From an optimization exercise on the open Yosys and OpenROAD flow, aimed at small area and a short achievable clock period; shortcuts taken in it are not production practice.
Function was checked by simulation only, so behaviour that the tests miss may differ from the original.
Power and IR drop assume default switching activity.

## flow/constraint.sdc

```tcl
create_clock -name core_clock -period 6.5 [get_ports {clk}]
set_input_delay 1.3000 -clock core_clock [delete_from_list [all_inputs] [get_ports {clk}]]
set_output_delay 1.3000 -clock core_clock [all_outputs]
set_load 0.01 [all_outputs]
```

## flow/config.mk

```make
export PLATFORM = sky130hd
export DESIGN_NAME = sad_8_2_arch1
export DESIGN_NICKNAME = sad_8_2_arch1
export VERILOG_FILES = /design/flow/design.v
export SDC_FILE = /design/flow/constraint.sdc
export NUM_CORES = 4
export LEC_CHECK = 0
export CAP_MARGIN = 20
export CORE_MARGIN = 2
export CORE_UTILIZATION = 40
export SETUP_SLACK_MARGIN = 1.5
export SLEW_MARGIN = 20
```

## flow/run.sh

```bash
#!/bin/bash
# synth_recipe.tcl (not shown) runs the flow's synth.tcl, then flattens the netlist and writes it again
# the make line also repeats each setting of config.mk as NAME=value (left out here)
make -C /OpenROAD-flow-scripts/flow DESIGN_CONFIG=/design/flow/config.mk WORK_HOME=/design/flow/orfs CLKGATE_MAP_FILE= SYNTH_SCRIPT=/design/flow/synth_recipe.tcl finish
```

## flow/design.v

```verilog
module sad_8_2_arch1(clk,reset,org0,org1,org2,org3,org4,org5,org6,org7,
                               ref0,ref1,ref2,ref3,ref4,ref5,ref6,ref7,final_sum);
input          clk,reset;
input   [7:0]  ref0,ref1,ref2,ref3,ref4,ref5,ref6,ref7;
input   [7:0]  org0,org1,org2,org3,org4,org5,org6,org7;
output  [15:0] final_sum;
  wire [7:0] x0; wire B0;
  wire [7:0] p0;
  assign p0 = org0 ^ ref0;
  wire q0_G1, q0_P2;
  assign q0_G1 = (~org0[1] & ref0[1]) | (~p0[1] & (~org0[0] & ref0[0]));
  assign q0_P2 = ~p0[1] & ~p0[0];
  wire q0_G3, q0_P4;
  assign q0_G3 = (~org0[3] & ref0[3]) | (~p0[3] & (~org0[2] & ref0[2]));
  assign q0_P4 = ~p0[3] & ~p0[2];
  wire q0_G5, q0_P6;
  assign q0_G5 = (~org0[5] & ref0[5]) | (~p0[5] & (~org0[4] & ref0[4]));
  assign q0_P6 = ~p0[5] & ~p0[4];
  wire q0_G7, q0_P8;
  assign q0_G7 = (~org0[7] & ref0[7]) | (~p0[7] & (~org0[6] & ref0[6]));
  assign q0_P8 = ~p0[7] & ~p0[6];
  wire q0_G9, q0_P10;
  assign q0_G9 = (~org0[2] & ref0[2]) | (~p0[2] & q0_G1);
  assign q0_P10 = ~p0[2] & q0_P2;
  wire q0_G11, q0_P12;
  assign q0_G11 = q0_G3 | (q0_P4 & q0_G1);
  assign q0_P12 = q0_P4 & q0_P2;
  wire q0_G13, q0_P14;
  assign q0_G13 = (~org0[6] & ref0[6]) | (~p0[6] & q0_G5);
  assign q0_P14 = ~p0[6] & q0_P6;
  wire q0_G15, q0_P16;
  assign q0_G15 = q0_G7 | (q0_P8 & q0_G5);
  assign q0_P16 = q0_P8 & q0_P6;
  wire q0_G17, q0_P18;
  assign q0_G17 = (~org0[4] & ref0[4]) | (~p0[4] & q0_G11);
  assign q0_P18 = ~p0[4] & q0_P12;
  wire q0_G19, q0_P20;
  assign q0_G19 = q0_G5 | (q0_P6 & q0_G11);
  assign q0_P20 = q0_P6 & q0_P12;
  wire q0_G21, q0_P22;
  assign q0_G21 = q0_G13 | (q0_P14 & q0_G11);
  assign q0_P22 = q0_P14 & q0_P12;
  wire q0_G23, q0_P24;
  assign q0_G23 = q0_G15 | (q0_P16 & q0_G11);
  assign q0_P24 = q0_P16 & q0_P12;
  wire [8:0] b0 = {q0_G23, q0_G21, q0_G19, q0_G17, q0_G11, q0_G9, q0_G1, (~org0[0] & ref0[0]), 1'b0};
  assign B0 = b0[8];
  assign x0 = p0 ^ b0[7:0] ^ {8{B0}};
  wire [7:0] x1; wire B1;
  wire [7:0] p1;
  assign p1 = org1 ^ ref1;
  wire q1_G25, q1_P26;
  assign q1_G25 = (~org1[1] & ref1[1]) | (~p1[1] & (~org1[0] & ref1[0]));
  assign q1_P26 = ~p1[1] & ~p1[0];
  wire q1_G27, q1_P28;
  assign q1_G27 = (~org1[3] & ref1[3]) | (~p1[3] & (~org1[2] & ref1[2]));
  assign q1_P28 = ~p1[3] & ~p1[2];
  wire q1_G29, q1_P30;
  assign q1_G29 = (~org1[5] & ref1[5]) | (~p1[5] & (~org1[4] & ref1[4]));
  assign q1_P30 = ~p1[5] & ~p1[4];
  wire q1_G31, q1_P32;
  assign q1_G31 = (~org1[7] & ref1[7]) | (~p1[7] & (~org1[6] & ref1[6]));
  assign q1_P32 = ~p1[7] & ~p1[6];
  wire q1_G33, q1_P34;
  assign q1_G33 = (~org1[2] & ref1[2]) | (~p1[2] & q1_G25);
  assign q1_P34 = ~p1[2] & q1_P26;
  wire q1_G35, q1_P36;
  assign q1_G35 = q1_G27 | (q1_P28 & q1_G25);
  assign q1_P36 = q1_P28 & q1_P26;
  wire q1_G37, q1_P38;
  assign q1_G37 = (~org1[6] & ref1[6]) | (~p1[6] & q1_G29);
  assign q1_P38 = ~p1[6] & q1_P30;
  wire q1_G39, q1_P40;
  assign q1_G39 = q1_G31 | (q1_P32 & q1_G29);
  assign q1_P40 = q1_P32 & q1_P30;
  wire q1_G41, q1_P42;
  assign q1_G41 = (~org1[4] & ref1[4]) | (~p1[4] & q1_G35);
  assign q1_P42 = ~p1[4] & q1_P36;
  wire q1_G43, q1_P44;
  assign q1_G43 = q1_G29 | (q1_P30 & q1_G35);
  assign q1_P44 = q1_P30 & q1_P36;
  wire q1_G45, q1_P46;
  assign q1_G45 = q1_G37 | (q1_P38 & q1_G35);
  assign q1_P46 = q1_P38 & q1_P36;
  wire q1_G47, q1_P48;
  assign q1_G47 = q1_G39 | (q1_P40 & q1_G35);
  assign q1_P48 = q1_P40 & q1_P36;
  wire [8:0] b1 = {q1_G47, q1_G45, q1_G43, q1_G41, q1_G35, q1_G33, q1_G25, (~org1[0] & ref1[0]), 1'b0};
  assign B1 = b1[8];
  assign x1 = p1 ^ b1[7:0] ^ {8{B1}};
  wire [7:0] x2; wire B2;
  wire [7:0] p2;
  assign p2 = org2 ^ ref2;
  wire q2_G49, q2_P50;
  assign q2_G49 = (~org2[1] & ref2[1]) | (~p2[1] & (~org2[0] & ref2[0]));
  assign q2_P50 = ~p2[1] & ~p2[0];
  wire q2_G51, q2_P52;
  assign q2_G51 = (~org2[3] & ref2[3]) | (~p2[3] & (~org2[2] & ref2[2]));
  assign q2_P52 = ~p2[3] & ~p2[2];
  wire q2_G53, q2_P54;
  assign q2_G53 = (~org2[5] & ref2[5]) | (~p2[5] & (~org2[4] & ref2[4]));
  assign q2_P54 = ~p2[5] & ~p2[4];
  wire q2_G55, q2_P56;
  assign q2_G55 = (~org2[7] & ref2[7]) | (~p2[7] & (~org2[6] & ref2[6]));
  assign q2_P56 = ~p2[7] & ~p2[6];
  wire q2_G57, q2_P58;
  assign q2_G57 = (~org2[2] & ref2[2]) | (~p2[2] & q2_G49);
  assign q2_P58 = ~p2[2] & q2_P50;
  wire q2_G59, q2_P60;
  assign q2_G59 = q2_G51 | (q2_P52 & q2_G49);
  assign q2_P60 = q2_P52 & q2_P50;
  wire q2_G61, q2_P62;
  assign q2_G61 = (~org2[6] & ref2[6]) | (~p2[6] & q2_G53);
  assign q2_P62 = ~p2[6] & q2_P54;
  wire q2_G63, q2_P64;
  assign q2_G63 = q2_G55 | (q2_P56 & q2_G53);
  assign q2_P64 = q2_P56 & q2_P54;
  wire q2_G65, q2_P66;
  assign q2_G65 = (~org2[4] & ref2[4]) | (~p2[4] & q2_G59);
  assign q2_P66 = ~p2[4] & q2_P60;
  wire q2_G67, q2_P68;
  assign q2_G67 = q2_G53 | (q2_P54 & q2_G59);
  assign q2_P68 = q2_P54 & q2_P60;
  wire q2_G69, q2_P70;
  assign q2_G69 = q2_G61 | (q2_P62 & q2_G59);
  assign q2_P70 = q2_P62 & q2_P60;
  wire q2_G71, q2_P72;
  assign q2_G71 = q2_G63 | (q2_P64 & q2_G59);
  assign q2_P72 = q2_P64 & q2_P60;
  wire [8:0] b2 = {q2_G71, q2_G69, q2_G67, q2_G65, q2_G59, q2_G57, q2_G49, (~org2[0] & ref2[0]), 1'b0};
  assign B2 = b2[8];
  assign x2 = p2 ^ b2[7:0] ^ {8{B2}};
  wire [7:0] x3; wire B3;
  wire [7:0] p3;
  assign p3 = org3 ^ ref3;
  wire q3_G73, q3_P74;
  assign q3_G73 = (~org3[1] & ref3[1]) | (~p3[1] & (~org3[0] & ref3[0]));
  assign q3_P74 = ~p3[1] & ~p3[0];
  wire q3_G75, q3_P76;
  assign q3_G75 = (~org3[3] & ref3[3]) | (~p3[3] & (~org3[2] & ref3[2]));
  assign q3_P76 = ~p3[3] & ~p3[2];
  wire q3_G77, q3_P78;
  assign q3_G77 = (~org3[5] & ref3[5]) | (~p3[5] & (~org3[4] & ref3[4]));
  assign q3_P78 = ~p3[5] & ~p3[4];
  wire q3_G79, q3_P80;
  assign q3_G79 = (~org3[7] & ref3[7]) | (~p3[7] & (~org3[6] & ref3[6]));
  assign q3_P80 = ~p3[7] & ~p3[6];
  wire q3_G81, q3_P82;
  assign q3_G81 = (~org3[2] & ref3[2]) | (~p3[2] & q3_G73);
  assign q3_P82 = ~p3[2] & q3_P74;
  wire q3_G83, q3_P84;
  assign q3_G83 = q3_G75 | (q3_P76 & q3_G73);
  assign q3_P84 = q3_P76 & q3_P74;
  wire q3_G85, q3_P86;
  assign q3_G85 = (~org3[6] & ref3[6]) | (~p3[6] & q3_G77);
  assign q3_P86 = ~p3[6] & q3_P78;
  wire q3_G87, q3_P88;
  assign q3_G87 = q3_G79 | (q3_P80 & q3_G77);
  assign q3_P88 = q3_P80 & q3_P78;
  wire q3_G89, q3_P90;
  assign q3_G89 = (~org3[4] & ref3[4]) | (~p3[4] & q3_G83);
  assign q3_P90 = ~p3[4] & q3_P84;
  wire q3_G91, q3_P92;
  assign q3_G91 = q3_G77 | (q3_P78 & q3_G83);
  assign q3_P92 = q3_P78 & q3_P84;
  wire q3_G93, q3_P94;
  assign q3_G93 = q3_G85 | (q3_P86 & q3_G83);
  assign q3_P94 = q3_P86 & q3_P84;
  wire q3_G95, q3_P96;
  assign q3_G95 = q3_G87 | (q3_P88 & q3_G83);
  assign q3_P96 = q3_P88 & q3_P84;
  wire [8:0] b3 = {q3_G95, q3_G93, q3_G91, q3_G89, q3_G83, q3_G81, q3_G73, (~org3[0] & ref3[0]), 1'b0};
  assign B3 = b3[8];
  assign x3 = p3 ^ b3[7:0] ^ {8{B3}};
  wire [7:0] x4; wire B4;
  wire [7:0] p4;
  assign p4 = org4 ^ ref4;
  wire q4_G97, q4_P98;
  assign q4_G97 = (~org4[1] & ref4[1]) | (~p4[1] & (~org4[0] & ref4[0]));
  assign q4_P98 = ~p4[1] & ~p4[0];
  wire q4_G99, q4_P100;
  assign q4_G99 = (~org4[3] & ref4[3]) | (~p4[3] & (~org4[2] & ref4[2]));
  assign q4_P100 = ~p4[3] & ~p4[2];
  wire q4_G101, q4_P102;
  assign q4_G101 = (~org4[5] & ref4[5]) | (~p4[5] & (~org4[4] & ref4[4]));
  assign q4_P102 = ~p4[5] & ~p4[4];
  wire q4_G103, q4_P104;
  assign q4_G103 = (~org4[7] & ref4[7]) | (~p4[7] & (~org4[6] & ref4[6]));
  assign q4_P104 = ~p4[7] & ~p4[6];
  wire q4_G105, q4_P106;
  assign q4_G105 = (~org4[2] & ref4[2]) | (~p4[2] & q4_G97);
  assign q4_P106 = ~p4[2] & q4_P98;
  wire q4_G107, q4_P108;
  assign q4_G107 = q4_G99 | (q4_P100 & q4_G97);
  assign q4_P108 = q4_P100 & q4_P98;
  wire q4_G109, q4_P110;
  assign q4_G109 = (~org4[6] & ref4[6]) | (~p4[6] & q4_G101);
  assign q4_P110 = ~p4[6] & q4_P102;
  wire q4_G111, q4_P112;
  assign q4_G111 = q4_G103 | (q4_P104 & q4_G101);
  assign q4_P112 = q4_P104 & q4_P102;
  wire q4_G113, q4_P114;
  assign q4_G113 = (~org4[4] & ref4[4]) | (~p4[4] & q4_G107);
  assign q4_P114 = ~p4[4] & q4_P108;
  wire q4_G115, q4_P116;
  assign q4_G115 = q4_G101 | (q4_P102 & q4_G107);
  assign q4_P116 = q4_P102 & q4_P108;
  wire q4_G117, q4_P118;
  assign q4_G117 = q4_G109 | (q4_P110 & q4_G107);
  assign q4_P118 = q4_P110 & q4_P108;
  wire q4_G119, q4_P120;
  assign q4_G119 = q4_G111 | (q4_P112 & q4_G107);
  assign q4_P120 = q4_P112 & q4_P108;
  wire [8:0] b4 = {q4_G119, q4_G117, q4_G115, q4_G113, q4_G107, q4_G105, q4_G97, (~org4[0] & ref4[0]), 1'b0};
  assign B4 = b4[8];
  assign x4 = p4 ^ b4[7:0] ^ {8{B4}};
  wire [7:0] x5; wire B5;
  wire [7:0] p5;
  assign p5 = org5 ^ ref5;
  wire q5_G121, q5_P122;
  assign q5_G121 = (~org5[1] & ref5[1]) | (~p5[1] & (~org5[0] & ref5[0]));
  assign q5_P122 = ~p5[1] & ~p5[0];
  wire q5_G123, q5_P124;
  assign q5_G123 = (~org5[3] & ref5[3]) | (~p5[3] & (~org5[2] & ref5[2]));
  assign q5_P124 = ~p5[3] & ~p5[2];
  wire q5_G125, q5_P126;
  assign q5_G125 = (~org5[5] & ref5[5]) | (~p5[5] & (~org5[4] & ref5[4]));
  assign q5_P126 = ~p5[5] & ~p5[4];
  wire q5_G127, q5_P128;
  assign q5_G127 = (~org5[7] & ref5[7]) | (~p5[7] & (~org5[6] & ref5[6]));
  assign q5_P128 = ~p5[7] & ~p5[6];
  wire q5_G129, q5_P130;
  assign q5_G129 = (~org5[2] & ref5[2]) | (~p5[2] & q5_G121);
  assign q5_P130 = ~p5[2] & q5_P122;
  wire q5_G131, q5_P132;
  assign q5_G131 = q5_G123 | (q5_P124 & q5_G121);
  assign q5_P132 = q5_P124 & q5_P122;
  wire q5_G133, q5_P134;
  assign q5_G133 = (~org5[6] & ref5[6]) | (~p5[6] & q5_G125);
  assign q5_P134 = ~p5[6] & q5_P126;
  wire q5_G135, q5_P136;
  assign q5_G135 = q5_G127 | (q5_P128 & q5_G125);
  assign q5_P136 = q5_P128 & q5_P126;
  wire q5_G137, q5_P138;
  assign q5_G137 = (~org5[4] & ref5[4]) | (~p5[4] & q5_G131);
  assign q5_P138 = ~p5[4] & q5_P132;
  wire q5_G139, q5_P140;
  assign q5_G139 = q5_G125 | (q5_P126 & q5_G131);
  assign q5_P140 = q5_P126 & q5_P132;
  wire q5_G141, q5_P142;
  assign q5_G141 = q5_G133 | (q5_P134 & q5_G131);
  assign q5_P142 = q5_P134 & q5_P132;
  wire q5_G143, q5_P144;
  assign q5_G143 = q5_G135 | (q5_P136 & q5_G131);
  assign q5_P144 = q5_P136 & q5_P132;
  wire [8:0] b5 = {q5_G143, q5_G141, q5_G139, q5_G137, q5_G131, q5_G129, q5_G121, (~org5[0] & ref5[0]), 1'b0};
  assign B5 = b5[8];
  assign x5 = p5 ^ b5[7:0] ^ {8{B5}};
  wire [7:0] x6; wire B6;
  wire [7:0] p6;
  assign p6 = org6 ^ ref6;
  wire q6_G145, q6_P146;
  assign q6_G145 = (~org6[1] & ref6[1]) | (~p6[1] & (~org6[0] & ref6[0]));
  assign q6_P146 = ~p6[1] & ~p6[0];
  wire q6_G147, q6_P148;
  assign q6_G147 = (~org6[3] & ref6[3]) | (~p6[3] & (~org6[2] & ref6[2]));
  assign q6_P148 = ~p6[3] & ~p6[2];
  wire q6_G149, q6_P150;
  assign q6_G149 = (~org6[5] & ref6[5]) | (~p6[5] & (~org6[4] & ref6[4]));
  assign q6_P150 = ~p6[5] & ~p6[4];
  wire q6_G151, q6_P152;
  assign q6_G151 = (~org6[7] & ref6[7]) | (~p6[7] & (~org6[6] & ref6[6]));
  assign q6_P152 = ~p6[7] & ~p6[6];
  wire q6_G153, q6_P154;
  assign q6_G153 = (~org6[2] & ref6[2]) | (~p6[2] & q6_G145);
  assign q6_P154 = ~p6[2] & q6_P146;
  wire q6_G155, q6_P156;
  assign q6_G155 = q6_G147 | (q6_P148 & q6_G145);
  assign q6_P156 = q6_P148 & q6_P146;
  wire q6_G157, q6_P158;
  assign q6_G157 = (~org6[6] & ref6[6]) | (~p6[6] & q6_G149);
  assign q6_P158 = ~p6[6] & q6_P150;
  wire q6_G159, q6_P160;
  assign q6_G159 = q6_G151 | (q6_P152 & q6_G149);
  assign q6_P160 = q6_P152 & q6_P150;
  wire q6_G161, q6_P162;
  assign q6_G161 = (~org6[4] & ref6[4]) | (~p6[4] & q6_G155);
  assign q6_P162 = ~p6[4] & q6_P156;
  wire q6_G163, q6_P164;
  assign q6_G163 = q6_G149 | (q6_P150 & q6_G155);
  assign q6_P164 = q6_P150 & q6_P156;
  wire q6_G165, q6_P166;
  assign q6_G165 = q6_G157 | (q6_P158 & q6_G155);
  assign q6_P166 = q6_P158 & q6_P156;
  wire q6_G167, q6_P168;
  assign q6_G167 = q6_G159 | (q6_P160 & q6_G155);
  assign q6_P168 = q6_P160 & q6_P156;
  wire [8:0] b6 = {q6_G167, q6_G165, q6_G163, q6_G161, q6_G155, q6_G153, q6_G145, (~org6[0] & ref6[0]), 1'b0};
  assign B6 = b6[8];
  assign x6 = p6 ^ b6[7:0] ^ {8{B6}};
  wire [7:0] x7; wire B7;
  wire [7:0] p7;
  assign p7 = org7 ^ ref7;
  wire q7_G169, q7_P170;
  assign q7_G169 = (~org7[1] & ref7[1]) | (~p7[1] & (~org7[0] & ref7[0]));
  assign q7_P170 = ~p7[1] & ~p7[0];
  wire q7_G171, q7_P172;
  assign q7_G171 = (~org7[3] & ref7[3]) | (~p7[3] & (~org7[2] & ref7[2]));
  assign q7_P172 = ~p7[3] & ~p7[2];
  wire q7_G173, q7_P174;
  assign q7_G173 = (~org7[5] & ref7[5]) | (~p7[5] & (~org7[4] & ref7[4]));
  assign q7_P174 = ~p7[5] & ~p7[4];
  wire q7_G175, q7_P176;
  assign q7_G175 = (~org7[7] & ref7[7]) | (~p7[7] & (~org7[6] & ref7[6]));
  assign q7_P176 = ~p7[7] & ~p7[6];
  wire q7_G177, q7_P178;
  assign q7_G177 = (~org7[2] & ref7[2]) | (~p7[2] & q7_G169);
  assign q7_P178 = ~p7[2] & q7_P170;
  wire q7_G179, q7_P180;
  assign q7_G179 = q7_G171 | (q7_P172 & q7_G169);
  assign q7_P180 = q7_P172 & q7_P170;
  wire q7_G181, q7_P182;
  assign q7_G181 = (~org7[6] & ref7[6]) | (~p7[6] & q7_G173);
  assign q7_P182 = ~p7[6] & q7_P174;
  wire q7_G183, q7_P184;
  assign q7_G183 = q7_G175 | (q7_P176 & q7_G173);
  assign q7_P184 = q7_P176 & q7_P174;
  wire q7_G185, q7_P186;
  assign q7_G185 = (~org7[4] & ref7[4]) | (~p7[4] & q7_G179);
  assign q7_P186 = ~p7[4] & q7_P180;
  wire q7_G187, q7_P188;
  assign q7_G187 = q7_G173 | (q7_P174 & q7_G179);
  assign q7_P188 = q7_P174 & q7_P180;
  wire q7_G189, q7_P190;
  assign q7_G189 = q7_G181 | (q7_P182 & q7_G179);
  assign q7_P190 = q7_P182 & q7_P180;
  wire q7_G191, q7_P192;
  assign q7_G191 = q7_G183 | (q7_P184 & q7_G179);
  assign q7_P192 = q7_P184 & q7_P180;
  wire [8:0] b7 = {q7_G191, q7_G189, q7_G187, q7_G185, q7_G179, q7_G177, q7_G169, (~org7[0] & ref7[0]), 1'b0};
  assign B7 = b7[8];
  assign x7 = p7 ^ b7[7:0] ^ {8{B7}};
  wire as193, ac194;
  assign as193 = B0 ^ B1 ^ B2;
  assign ac194 = (B0 & B1) | (B2 & (B0 ^ B1));
  wire as195, ac196;
  assign as195 = B3 ^ B4 ^ B5;
  assign ac196 = (B3 & B4) | (B5 & (B3 ^ B4));
  wire as197, ac198;
  assign as197 = B6 ^ B7 ^ x0[0];
  assign ac198 = (B6 & B7) | (x0[0] & (B6 ^ B7));
  wire as199, ac200;
  assign as199 = x1[0] ^ x2[0] ^ x3[0];
  assign ac200 = (x1[0] & x2[0]) | (x3[0] & (x1[0] ^ x2[0]));
  wire as201, ac202;
  assign as201 = x4[0] ^ x5[0] ^ x6[0];
  assign ac202 = (x4[0] & x5[0]) | (x6[0] & (x4[0] ^ x5[0]));
  wire as203, ac204;
  assign as203 = x7[0] ^ as193 ^ as195;
  assign ac204 = (x7[0] & as193) | (as195 & (x7[0] ^ as193));
  wire as205, ac206;
  assign as205 = as197 ^ as199 ^ as201;
  assign ac206 = (as197 & as199) | (as201 & (as197 ^ as199));
  wire as207, ac208;
  assign as207 = x0[1] ^ x1[1] ^ x2[1];
  assign ac208 = (x0[1] & x1[1]) | (x2[1] & (x0[1] ^ x1[1]));
  wire as209, ac210;
  assign as209 = x3[1] ^ x4[1] ^ x5[1];
  assign ac210 = (x3[1] & x4[1]) | (x5[1] & (x3[1] ^ x4[1]));
  wire as211, ac212;
  assign as211 = x6[1] ^ x7[1] ^ ac194;
  assign ac212 = (x6[1] & x7[1]) | (ac194 & (x6[1] ^ x7[1]));
  wire as213, ac214;
  assign as213 = ac196 ^ ac198 ^ ac200;
  assign ac214 = (ac196 & ac198) | (ac200 & (ac196 ^ ac198));
  wire as215, ac216;
  assign as215 = ac202 ^ as207 ^ as209;
  assign ac216 = (ac202 & as207) | (as209 & (ac202 ^ as207));
  wire as217, ac218;
  assign as217 = ac204 ^ as211 ^ as213;
  assign ac218 = (ac204 & as211) | (as213 & (ac204 ^ as211));
  wire as219, ac220;
  assign as219 = x0[2] ^ x1[2] ^ x2[2];
  assign ac220 = (x0[2] & x1[2]) | (x2[2] & (x0[2] ^ x1[2]));
  wire as221, ac222;
  assign as221 = x3[2] ^ x4[2] ^ x5[2];
  assign ac222 = (x3[2] & x4[2]) | (x5[2] & (x3[2] ^ x4[2]));
  wire as223, ac224;
  assign as223 = x6[2] ^ x7[2] ^ ac208;
  assign ac224 = (x6[2] & x7[2]) | (ac208 & (x6[2] ^ x7[2]));
  wire as225, ac226;
  assign as225 = ac210 ^ as219 ^ as221;
  assign ac226 = (ac210 & as219) | (as221 & (ac210 ^ as219));
  wire as227, ac228;
  assign as227 = ac212 ^ ac214 ^ as223;
  assign ac228 = (ac212 & ac214) | (as223 & (ac212 ^ ac214));
  wire as229, ac230;
  assign as229 = ac216 ^ as225 ^ ac218;
  assign ac230 = (ac216 & as225) | (ac218 & (ac216 ^ as225));
  wire as231, ac232;
  assign as231 = x0[3] ^ x1[3] ^ x2[3];
  assign ac232 = (x0[3] & x1[3]) | (x2[3] & (x0[3] ^ x1[3]));
  wire as233, ac234;
  assign as233 = x3[3] ^ x4[3] ^ x5[3];
  assign ac234 = (x3[3] & x4[3]) | (x5[3] & (x3[3] ^ x4[3]));
  wire as235, ac236;
  assign as235 = x6[3] ^ x7[3] ^ ac220;
  assign ac236 = (x6[3] & x7[3]) | (ac220 & (x6[3] ^ x7[3]));
  wire as237, ac238;
  assign as237 = ac222 ^ as231 ^ as233;
  assign ac238 = (ac222 & as231) | (as233 & (ac222 ^ as231));
  wire as239, ac240;
  assign as239 = ac224 ^ as235 ^ ac226;
  assign ac240 = (ac224 & as235) | (ac226 & (ac224 ^ as235));
  wire as241, ac242;
  assign as241 = as237 ^ ac228 ^ as239;
  assign ac242 = (as237 & ac228) | (as239 & (as237 ^ ac228));
  wire as243, ac244;
  assign as243 = x0[4] ^ x1[4] ^ x2[4];
  assign ac244 = (x0[4] & x1[4]) | (x2[4] & (x0[4] ^ x1[4]));
  wire as245, ac246;
  assign as245 = x3[4] ^ x4[4] ^ x5[4];
  assign ac246 = (x3[4] & x4[4]) | (x5[4] & (x3[4] ^ x4[4]));
  wire as247, ac248;
  assign as247 = x6[4] ^ x7[4] ^ ac232;
  assign ac248 = (x6[4] & x7[4]) | (ac232 & (x6[4] ^ x7[4]));
  wire as249, ac250;
  assign as249 = ac234 ^ as243 ^ as245;
  assign ac250 = (ac234 & as243) | (as245 & (ac234 ^ as243));
  wire as251, ac252;
  assign as251 = ac236 ^ as247 ^ ac238;
  assign ac252 = (ac236 & as247) | (ac238 & (ac236 ^ as247));
  wire as253, ac254;
  assign as253 = as249 ^ ac240 ^ as251;
  assign ac254 = (as249 & ac240) | (as251 & (as249 ^ ac240));
  wire as255, ac256;
  assign as255 = x0[5] ^ x1[5] ^ x2[5];
  assign ac256 = (x0[5] & x1[5]) | (x2[5] & (x0[5] ^ x1[5]));
  wire as257, ac258;
  assign as257 = x3[5] ^ x4[5] ^ x5[5];
  assign ac258 = (x3[5] & x4[5]) | (x5[5] & (x3[5] ^ x4[5]));
  wire as259, ac260;
  assign as259 = x6[5] ^ x7[5] ^ ac244;
  assign ac260 = (x6[5] & x7[5]) | (ac244 & (x6[5] ^ x7[5]));
  wire as261, ac262;
  assign as261 = ac246 ^ as255 ^ as257;
  assign ac262 = (ac246 & as255) | (as257 & (ac246 ^ as255));
  wire as263, ac264;
  assign as263 = ac248 ^ as259 ^ ac250;
  assign ac264 = (ac248 & as259) | (ac250 & (ac248 ^ as259));
  wire as265, ac266;
  assign as265 = as261 ^ ac252 ^ as263;
  assign ac266 = (as261 & ac252) | (as263 & (as261 ^ ac252));
  wire as267, ac268;
  assign as267 = x0[6] ^ x1[6] ^ x2[6];
  assign ac268 = (x0[6] & x1[6]) | (x2[6] & (x0[6] ^ x1[6]));
  wire as269, ac270;
  assign as269 = x3[6] ^ x4[6] ^ x5[6];
  assign ac270 = (x3[6] & x4[6]) | (x5[6] & (x3[6] ^ x4[6]));
  wire as271, ac272;
  assign as271 = x6[6] ^ x7[6] ^ ac256;
  assign ac272 = (x6[6] & x7[6]) | (ac256 & (x6[6] ^ x7[6]));
  wire as273, ac274;
  assign as273 = ac258 ^ as267 ^ as269;
  assign ac274 = (ac258 & as267) | (as269 & (ac258 ^ as267));
  wire as275, ac276;
  assign as275 = ac260 ^ as271 ^ ac262;
  assign ac276 = (ac260 & as271) | (ac262 & (ac260 ^ as271));
  wire as277, ac278;
  assign as277 = as273 ^ ac264 ^ as275;
  assign ac278 = (as273 & ac264) | (as275 & (as273 ^ ac264));
  wire as279, ac280;
  assign as279 = x0[7] ^ x1[7] ^ x2[7];
  assign ac280 = (x0[7] & x1[7]) | (x2[7] & (x0[7] ^ x1[7]));
  wire as281, ac282;
  assign as281 = x3[7] ^ x4[7] ^ x5[7];
  assign ac282 = (x3[7] & x4[7]) | (x5[7] & (x3[7] ^ x4[7]));
  wire as283, ac284;
  assign as283 = x6[7] ^ x7[7] ^ ac268;
  assign ac284 = (x6[7] & x7[7]) | (ac268 & (x6[7] ^ x7[7]));
  wire as285, ac286;
  assign as285 = ac270 ^ as279 ^ as281;
  assign ac286 = (ac270 & as279) | (as281 & (ac270 ^ as279));
  wire as287, ac288;
  assign as287 = ac272 ^ as283 ^ ac274;
  assign ac288 = (ac272 & as283) | (ac274 & (ac272 ^ as283));
  wire as289, ac290;
  assign as289 = as285 ^ ac276 ^ as287;
  assign ac290 = (as285 & ac276) | (as287 & (as285 ^ ac276));
  wire as291, ac292;
  assign as291 = ac280 ^ ac282 ^ ac284;
  assign ac292 = (ac280 & ac282) | (ac284 & (ac280 ^ ac282));
  wire as293, ac294;
  assign as293 = ac286 ^ ac288 ^ as291;
  assign ac294 = (ac286 & ac288) | (as291 & (ac286 ^ ac288));
  reg p0_0, p0_1, p1_0, p1_1, p1_2, p2_0, p2_1, p3_0, p3_1, p4_0, p4_1, p5_0, p5_1, p6_0, p6_1, p7_0, p7_1, p8_0, p8_1, p9_0, p9_1;
  reg reset_l;
  always @(posedge clk) begin
    p0_0 <= as203;
    p0_1 <= as205;
    p1_0 <= ac206;
    p1_1 <= as215;
    p1_2 <= as217;
    p2_0 <= as227;
    p2_1 <= as229;
    p3_0 <= ac230;
    p3_1 <= as241;
    p4_0 <= ac242;
    p4_1 <= as253;
    p5_0 <= ac254;
    p5_1 <= as265;
    p6_0 <= ac266;
    p6_1 <= as277;
    p7_0 <= ac278;
    p7_1 <= as289;
    p8_0 <= ac290;
    p8_1 <= as293;
    p9_0 <= ac292;
    p9_1 <= ac294;
    reset_l <= reset;
  end
  reg [15:0] sum_reg;
  wire bs295, bc296;
  assign bs295 = p0_0 ^ p0_1 ^ sum_reg[0];
  assign bc296 = (p0_0 & p0_1) | (sum_reg[0] & (p0_0 ^ p0_1));
  wire bs297, bc298;
  assign bs297 = p1_0 ^ p1_1 ^ p1_2;
  assign bc298 = (p1_0 & p1_1) | (p1_2 & (p1_0 ^ p1_1));
  wire bs299, bc300;
  assign bs299 = sum_reg[1] ^ bc296 ^ bs297;
  assign bc300 = (sum_reg[1] & bc296) | (bs297 & (sum_reg[1] ^ bc296));
  wire bs301, bc302;
  assign bs301 = p2_0 ^ p2_1 ^ sum_reg[2];
  assign bc302 = (p2_0 & p2_1) | (sum_reg[2] & (p2_0 ^ p2_1));
  wire bs303, bc304;
  assign bs303 = bc298 ^ bs301 ^ bc300;
  assign bc304 = (bc298 & bs301) | (bc300 & (bc298 ^ bs301));
  wire bs305, bc306;
  assign bs305 = p3_0 ^ p3_1 ^ sum_reg[3];
  assign bc306 = (p3_0 & p3_1) | (sum_reg[3] & (p3_0 ^ p3_1));
  wire bs307, bc308;
  assign bs307 = bc302 ^ bs305 ^ bc304;
  assign bc308 = (bc302 & bs305) | (bc304 & (bc302 ^ bs305));
  wire bs309, bc310;
  assign bs309 = p4_0 ^ p4_1 ^ sum_reg[4];
  assign bc310 = (p4_0 & p4_1) | (sum_reg[4] & (p4_0 ^ p4_1));
  wire bs311, bc312;
  assign bs311 = bc306 ^ bs309 ^ bc308;
  assign bc312 = (bc306 & bs309) | (bc308 & (bc306 ^ bs309));
  wire bs313, bc314;
  assign bs313 = p5_0 ^ p5_1 ^ sum_reg[5];
  assign bc314 = (p5_0 & p5_1) | (sum_reg[5] & (p5_0 ^ p5_1));
  wire bs315, bc316;
  assign bs315 = bc310 ^ bs313 ^ bc312;
  assign bc316 = (bc310 & bs313) | (bc312 & (bc310 ^ bs313));
  wire bs317, bc318;
  assign bs317 = p6_0 ^ p6_1 ^ sum_reg[6];
  assign bc318 = (p6_0 & p6_1) | (sum_reg[6] & (p6_0 ^ p6_1));
  wire bs319, bc320;
  assign bs319 = bc314 ^ bs317 ^ bc316;
  assign bc320 = (bc314 & bs317) | (bc316 & (bc314 ^ bs317));
  wire bs321, bc322;
  assign bs321 = p7_0 ^ p7_1 ^ sum_reg[7];
  assign bc322 = (p7_0 & p7_1) | (sum_reg[7] & (p7_0 ^ p7_1));
  wire bs323, bc324;
  assign bs323 = bc318 ^ bs321 ^ bc320;
  assign bc324 = (bc318 & bs321) | (bc320 & (bc318 ^ bs321));
  wire bs325, bc326;
  assign bs325 = p8_0 ^ p8_1 ^ sum_reg[8];
  assign bc326 = (p8_0 & p8_1) | (sum_reg[8] & (p8_0 ^ p8_1));
  wire bs327, bc328;
  assign bs327 = bc322 ^ bs325 ^ bc324;
  assign bc328 = (bc322 & bs325) | (bc324 & (bc322 ^ bs325));
  wire bs329, bc330;
  assign bs329 = p9_0 ^ p9_1 ^ sum_reg[9];
  assign bc330 = (p9_0 & p9_1) | (sum_reg[9] & (p9_0 ^ p9_1));
  wire bs331, bc332;
  assign bs331 = bc326 ^ bs329 ^ bc328;
  assign bc332 = (bc326 & bs329) | (bc328 & (bc326 ^ bs329));
  wire bs333, bc334;
  assign bs333 = sum_reg[10] ^ bc330 ^ bc332;
  assign bc334 = (sum_reg[10] & bc330) | (bc332 & (sum_reg[10] ^ bc330));
  wire [15:0] ra = {1'b0, sum_reg[14], sum_reg[13], sum_reg[12], sum_reg[11], bs333, bs331, bs327, bs323, bs319, bs315, bs311, bs307, bs303, bs299, bs295};
  wire [15:0] rb = {1'b0, 1'b0, 1'b0, 1'b0, bc334, 1'b0, 1'b0, 1'b0, 1'b0, 1'b0, 1'b0, 1'b0, 1'b0, 1'b0, 1'b0, 1'b0};
  wire [15:0] nsum = ra + rb;
  always @(posedge clk)
    if (reset_l) sum_reg <= 16'd0;
    else         sum_reg <= nsum;
  assign final_sum = sum_reg;
endmodule
```

==> results of run 1 <==
==> critical path, cell delays in order <==
cell and delay, ns:
clkdlybuf4s50_1 0.46, inv_1 0.04, ha_1 0.35, and3_2 0.27, a211oi_4 0.35, o21ai_4 0.17, buf_4 0.18, xnor2_1 0.13
fa_2 0.36, fa_1 0.41, fa_1 0.56, inv_2 0.04, fa_1 0.46
==> power by group through the flow <==
stage	Sequential (W)	Combinational [W]	Clock (W)
finish	0.000442	0.00208	0.000244
global route	0.000456	0.00243	0.000259
CTS	0.000444	0.00203	0.000252
detailed placement	0.000448	0.00190	0
global placement	0.000447	0.00181	0
floorplan	0.000449	0.00134	0
==> routing by layer <==
| metal | track usage [%] | vias to the layer above |
|---|---|---|
| met5 | 0 | - |
| met4 | 4.379 | 0 |
| met3 | 2.277 | 23 |
| met2 | 33.62 | 136 |
| met1 | 23.21 | 2212 |
| li1 | - | 2239 |
==> worst max-delay path by stage <==
stage | start | end | slack (ns) | cells past startpoint
after CTS | ref1[2] | p6_1 | 1.46 | 14
after floorplan | org3[0] | p7_1 | 1.63 | 14
after global routing | org2[3] | p3_1 | 1.44 | 13
final | org2[3] | p3_1 | 1.56 | 13
after global placement | ref0[0] | p6_1 | 0.83 | 14
after detailed placement | ref0[0] | p6_1 | 0.74 | 14
==> final cells by class <==
type,instances,area share [%]
clock inverter,2,0.1474
sequential,38,8.965
inverter,151,6.679
multi-input combinational,414,58.89
clock buffer,6,1.637
tap,184,2.713
timing repair buffer,179,20.97
==> synth_stat cells (2+ instances only) <==
cell and count:
nor2b_1 13, o21ai_2 4, ha_1 58, or2_2 6
a221o_1 3, o211ai_1 3, a31oi_2 2, a21o_1 8
o21ai_0 2, a211o_1 2, a221oi_1 3, xor2_1 27
dfxtp_1 38, a31oi_1 3, nor4_1 3, mux2_2 4
o21ai_4 4, o21a_4 2, nor2_1 26, nand3_1 6
nand2_1 36, a211oi_1 10, inv_1 151, xnor2_1 47
a211oi_4 2, fa_1 95, mux2i_1 9, a21oi_1 20
nor3_1 2, and3_1 3, o211a_1 2
==> cells by family (layout without fill, tap and decap cells) <==
| family | after synthesis | in the layout | share of synthesized area, % |
|---|---|---|---|
| simple gates | 99 | 99 | 7.907 |
| xor+xnor | 74 | 74 | 11.10 |
| flops | 38 | 38 | 13.03 |
| buf+inv | 154 | 338 | 10.05 |
| fa+ha+maj | 153 | 153 | 45.00 |
| compound gates | 75 | 75 | 10.61 |
| mux | 13 | 13 | 2.314 |
==> what timing repair did <==
item	in CTS	in global routing
endpoints found under the setup margin	17	16
pin swaps	38	66
endpoints found under the hold margin	0	0
buffers inserted	17	17
resized for setup	67	74
==> through the flow <==
stage	instances	cell area, µm²	util, %	power (W)
2_1_floorplan	606	5839	-	0.001788
3_3_place_gp	932	7501	52.00	0.002261
3_5_place_dp	932	7501	52.00	0.002351
4_1_cts	957	8051	55.82	0.002729
5_1_grt	974	8486	58.83	0.003147
6_report	974	8486	58.83	0.002763
==> summary.txt, run 1 <==
* Vias in the first global route at 5011
* # fillers at 1236
* Hold_buf cts at 0
* RR Endpoint: sum_reg[12]
* Setup TNS at 0 ns
* Post-synthesis cell count at approximately 610
* Reg2reg path depth at 18
* Max Cap Viol at 0
* Met3 wire length at roughly 740 µm
* I/O Pins at between 100 and 150
* Pre-antenna DRT Iters at 4
* First-pass GRT wire length at 23320 µm
* Fin crit share at 75.98%
* Syn_area_per_cell at 9.636 µm²
* Status: complete, no violations
* Synth Flop Type: dfxtp_1
* Dominant cells by area after synthesis: fa_1, dfxtp_1, ha_1
* Seq cells post-synth at 38
* Synth warn at 1
* # H-tree levels at 2
* DR vias/cell at 4.733
* Clk root buf: clkbuf_16
* Initial antenna violation count at 0
* Reg power frac at 16.0%
* Die Ht at 124.8 µm
* Final wirelength at 14240 µm
* Total grt overflow at 0
* I/O Buffers at 145
* Initial Util at 40.48%
* Row cnt at 44
* CTS tree: done
* Num CTS Buffers at 5
* CP startpoint kind: input port
* Sw Pwr at 0.001207 W
* Clk Latency, worst-skew pair at 0.28 ns
* Combinational share of power at 75.2%
* Ant diodes at 0
* Die width at between 100 and 150 µm
* Detailed Place HPWL at roughly 12000 µm
* Synth top area share at 32.57%
* DRC at 0
* Clk pwr share at 8.8%
* Post-synth EDFFs at 0
* Worst rel slew slack at 61.04%
* Worst-margin pin slew at 0.5836 ns
* Layout area overhead at 45.32%
* Hold_ws at ~0.56 ns
* Sequential Area at ~760 µm²
* Routed WL per cell at about 15 µm
* Max VDD drop at 0.0001731 V
* Largest net degree at the start of global routing at 17
* LEAKAGE at 3.963 nW
* Max Fclk at 202.5 MHz
* CTS clk-pin slew, worst paths at 0.06 ns
* Ys async rst share at 0%
* Final setup violation count at 0
* Worst Hold Class: reg -> reg
* Unique cell type count in the Yosys netlist at 43
* Hold path endpoint: sum_reg[15]
* Initial DRC count at 160
* Vias at about 4600
* Clock skew at about 0.0048 ns
* DIE AREA at 0.01558 mm²
* Clock Tree Buf Depth at 2
* WP data required at 6.65 ns
* Final WS setup at approximately 1.6 ns
* Met1 WL at between 5000 and 6000 µm
* Metal2 WL at 7386 µm
* Highest Signal Layer: met4
* Most frequent cells in the layout: inv_1, clkdlybuf4s50_1, fa_1
* Total core area at 0.01442 mm²
* Crit path arrival time at ~5.1 ns
* Multi-input gate area at between 0.004 and 0.005 mm²
* Gr usage total at a little under a fifth
* DP Worst Slack at about 0.74 ns
* Nets at 1072
* Commonest non-fill, non-tap cell in the layout: inv_1
* Leading area contributor after synthesis: fa_1
* Setup CP Type: in -> reg
* Max FO, Critical Path at 7
* Min Tclk post-route at between 4 and 5 ns
* R2r setup slk at between 1.5 and 2 ns
* Min-delay src: sum_reg[13]
* Hold Vio Cnt, Final at 0
* Final antenna-violating net count at 0
* Syn_nets at 889
* Switching Share at 43.69%
* Pwr/cell area at approximately 330 mW/mm²
* Hold path depth at 1
* Cell-internal power at 0.001556 W
* Worst flop-to-flop path startpoint: p1_0
* Max Slew Vio Count at 0
* Synthesized area at 0.005839 mm²
* Max FFs per register at 16
* Seq/Total Area, Yosys at 13.03%
* RSZ-0062 raised after global routing: true
* Layout cells sized above 1 at a little over a fifth
* Clk sink count at 38
* Crit end category: flop
* Final GP Congestion at 0.9814
==> run 2: changes to the inputs <==
==> flow/flow/run.sh (new file) <==
#!/bin/bash
# Own layout flow: the standard flow (standard.sh, unchanged synthesis), with the
# port buffers that global placement inserts made sky130_fd_sc_hd__buf_1 instead of the
# default delay buffer.  Each tool's output goes to a log file in this folder.
set -euo pipefail
export BUFFER_PORTS_ARGS="-buffer_cell sky130_fd_sc_hd__buf_1"
bash standard.sh > standard.log 2>&1
==> flow/standard.sh (new file) <==
#!/bin/bash
# synth_recipe.tcl (not shown) runs the flow's synth.tcl, then flattens the netlist and writes it again
# the make line also repeats each setting of config.mk as NAME=value (left out here)
make -C /OpenROAD-flow-scripts/flow DESIGN_CONFIG=/design/flow/config.mk WORK_HOME=/design/flow/orfs CLKGATE_MAP_FILE= SYNTH_SCRIPT=/design/flow/synth_recipe.tcl "${@:-finish}"
removed: flow/run.sh
==> summary.txt, run 2 <==
* DRC at 0
* Post-synth EDFFs at 0
* Clk sink count at 38
* Worst Hold Class: reg -> reg
* Die width at 124.8 µm
* Synthesized area at 0.005839 mm²
* # H-tree levels at 2
* Combinational share of power at 70.6%
* Initial Util at 40.48%
* Syn_nets at 889
* Ant diodes at 0
* Vias at approximately 4400
* DP Worst Slack at 1.156 ns
* Total grt overflow at 0
* Final GP Congestion at 0.9486
* Unique cell type count in the Yosys netlist at 43
* R2r setup slk at 1.73 ns
* I/O Buffers at 145
* RR Endpoint: sum_reg[13]
* Max VDD drop at ~0.00016 V
* Cell-internal power at between 0.001 and 0.0015 W
* Layout area overhead at 18.02%
* Max Slew Vio Count at 0
* Reg power frac at 17.2%
* Crit path capture: p6_1
* Finished Cell Area at 0.006892 mm²
* First-pass GRT wire length at 22000 µm
* Clk Latency, worst-skew pair at 0.27 ns
* Synth top cells by count: inv_1, fa_1, ha_1
* Min-delay src: sum_reg[14]
* Post-synthesis cell count at 606
* Seq cells post-synth at 38
* Routed WL per cell at 13.58 µm
* Largest net degree at the start of global routing at 17
* Placed Area at 0.006594 mm²
* Synth warn at 1
* Sw Pwr at 0.001124 W
* Initial antenna violation count at 0
* Final setup violation count at 0
* Most numerous cell in the Yosys netlist: inv_1
* Most frequent cells in the layout: inv_1, buf_1, fa_1
* Synth Flop Type: dfxtp_1
* Detailed Place HPWL at roughly 12000 µm
* Leading area contributor after synthesis: fa_1
* Clock Tree Buf Depth at 2
* Clock skew at 0.004304 ns
* CP Launch Point: ref2[0]
* CTS tree: done
* Crit end category: flop
* Seq/Total Area, Yosys at 13.03%
* Max FO, Critical Path at 3
* Switching Share at roughly 44%
* Max FFs per register at 16
* I/O Pins at 146
* Max Fclk at 208.0 MHz
* CTS clk-pin slew, worst paths at 0.06 ns
* Worst-margin pin slew at around 0.6 ns
* Commonest non-fill, non-tap cell in the layout: inv_1
* CP startpoint kind: input port
* Setup CP Type: in -> reg
* Crit path arrival time at roughly 5 ns
* Final WS setup at 1.691 ns
* WP data required at 6.66 ns
* Initial DRC count at between 150 and 200
* Worst rel slew slack at 60.49%
* Nets at 1044
* Min Tclk post-route at 4.809 ns
* Status: complete, no violations
* Pwr/cell area at 371.6 mW/mm²
* Reg2reg path depth at 19
* DR vias/cell at 4.660
* Setup TNS at 0 ns
* Final antenna-violating net count at 0
* Pre-antenna DRT Iters at 4
* Gr usage total at approximately 17%
* Row cnt at 44
* Synth top area share at 32.57%
* Ys async rst share at 0%
* Fin crit share at between 70% and 80%
* Dominant cells by area after synthesis: fa_1, dfxtp_1, ha_1
* Vias in the first global route at 4823
* LEAKAGE at ~3.2 nW
* Num CTS Buffers at 5
* Hold Vio Cnt, Final at 0
* Clk pwr share at about an eighth
* Layout cells sized above 1 at roughly 6.8%
* Total core area at 0.01442 mm²
* Worst flop-to-flop path startpoint: p1_0
* Syn_area_per_cell at 9.636 µm²
* DIE AREA at 0.01558 mm²
* RSZ-0062 raised after global routing: false
* Clk root buf: clkbuf_16
* Final wirelength at 12840 µm
* Max Cap Viol at 0
* Die Ht at between 100 and 150 µm
run 2: cell counts after synthesis:
No cell type changed its count.
run 2: cell families (layout without fill, tap and decap cells):
kind of cell | Yosys count | after routing | share of synthesized area (%)
buffers and inverters | 154 | 310 | 10.05
adders and majority gates | 153 | 153 | 45.00
xor gates and xnor gates | 74 | 74 | 11.10
AOI/OAI and AO/OA | 75 | 75 | 10.61
and+or+nand+nor | 99 | 99 | 7.907
DFF | 38 | 38 | 13.03
muxes | 13 | 13 | 2.314
run 2: stage by stage:
| step | utilization, % | total power [W] | hold slack [ns] | cells |
|---|---|---|---|---|
| global placement | 45.71 | 0.002157 | 0.5086 | 932 |
| detailed placement | 45.71 | 0.002247 | 0.5491 | 932 |
| floorplan | - | 0.001788 | 0.4626 | 606 |
| finish | 47.78 | 0.002561 | 0.5506 | 946 |
| global route | 47.78 | 0.002974 | 0.5846 | 946 |
| CTS | 47.13 | 0.002587 | 0.5604 | 940 |
run 2: timing repair:
item,CTS,global route
endpoints found under the setup margin,8,10
hold buffers,0,0
resized for setup,5,10
pin swaps,0,8
setup buffers,0,6
run 2: worst min path at each step:
stage | to | cells past startpoint
final | sum_reg[14] | 2
after global routing | sum_reg[15] | 1
after CTS | sum_reg[15] | 1
after detailed placement | sum_reg[14] | 2
after global placement | sum_reg[14] | 2
after floorplan | sum_reg[11] | 1
run 2: area by class of cell:
type | instances | area, µm²
sequential | 38 | 760.7
clock buffer | 5 | 125.1
multi-input combinational | 414 | 4551
clock inverter | 3 | 68.82
tap | 184 | 230.2
timing repair buffer | 151 | 589.3
inverter | 151 | 566.8
fill | 1407 | 7532
run 2: power by group through the flow:
stage	clock network, W	logic [W]	registers [W]
after floorplan	0	0.00134	0.000449
after CTS	0.000318	0.00183	0.000442
after detailed placement	0	0.00180	0.000446
after global routing	0.000326	0.00219	0.000456
after global placement	0	0.00171	0.000445
final	0.000312	0.00181	0.000440
run 2: critical path: stages:
cell and delay (ns):
buf_1 0.15, ha_1 0.17, inv_1 0.04, fa_1 0.35, inv_1 0.10, a21o_1 0.17, a21oi_1 0.09, fa_1 0.40
xor2_2 0.17, xnor2_1 0.15, fa_1 0.49, inv_1 0.06, fa_1 0.37, inv_1 0.08, fa_1 0.40, inv_1 0.08
fa_1 0.39
run 2: metal layers:
metal | global-route usage, % | up-vias | wire length, µm
met5 | 0 | - | 0
met4 | 3.856 | 0 | 291
met3 | 2.191 | 19 | 616
met2 | 31.05 | 130 | 6335
met1 | 22.25 | 2066 | 5600
li1 | - | 2193 | -

-- what the ideal ports hide --
In the flow no input, the clock included, has a driving cell. The finished layouts below were timed again as built, in two steps. Step 1: set_driving_cell puts a clkbuf_16 on clk and a buf_2 on each other input, an assumption about the parent block. Step 2 adds t to the input delays and takes it off the output delays; t is the mean of the earliest and latest rising clock arrival at the registers after step 1. Input paths then give back, and output paths get back, about the clock's delay inside the block. Slacks: ideal / step 1 / step 2; pairs: ideal / step 1.
run | t (ns) | setup slack, ns | hold WS [ns]
run 1 | 0.308 | 1.561 / 1.569 / 1.261 | 0.561 / 0.561 / 0.561
run 2 | 0.304 | 1.691 / 1.696 / 1.391 | 0.551 / 0.551 / 0.551
After both steps every run listed still meets setup and hold.
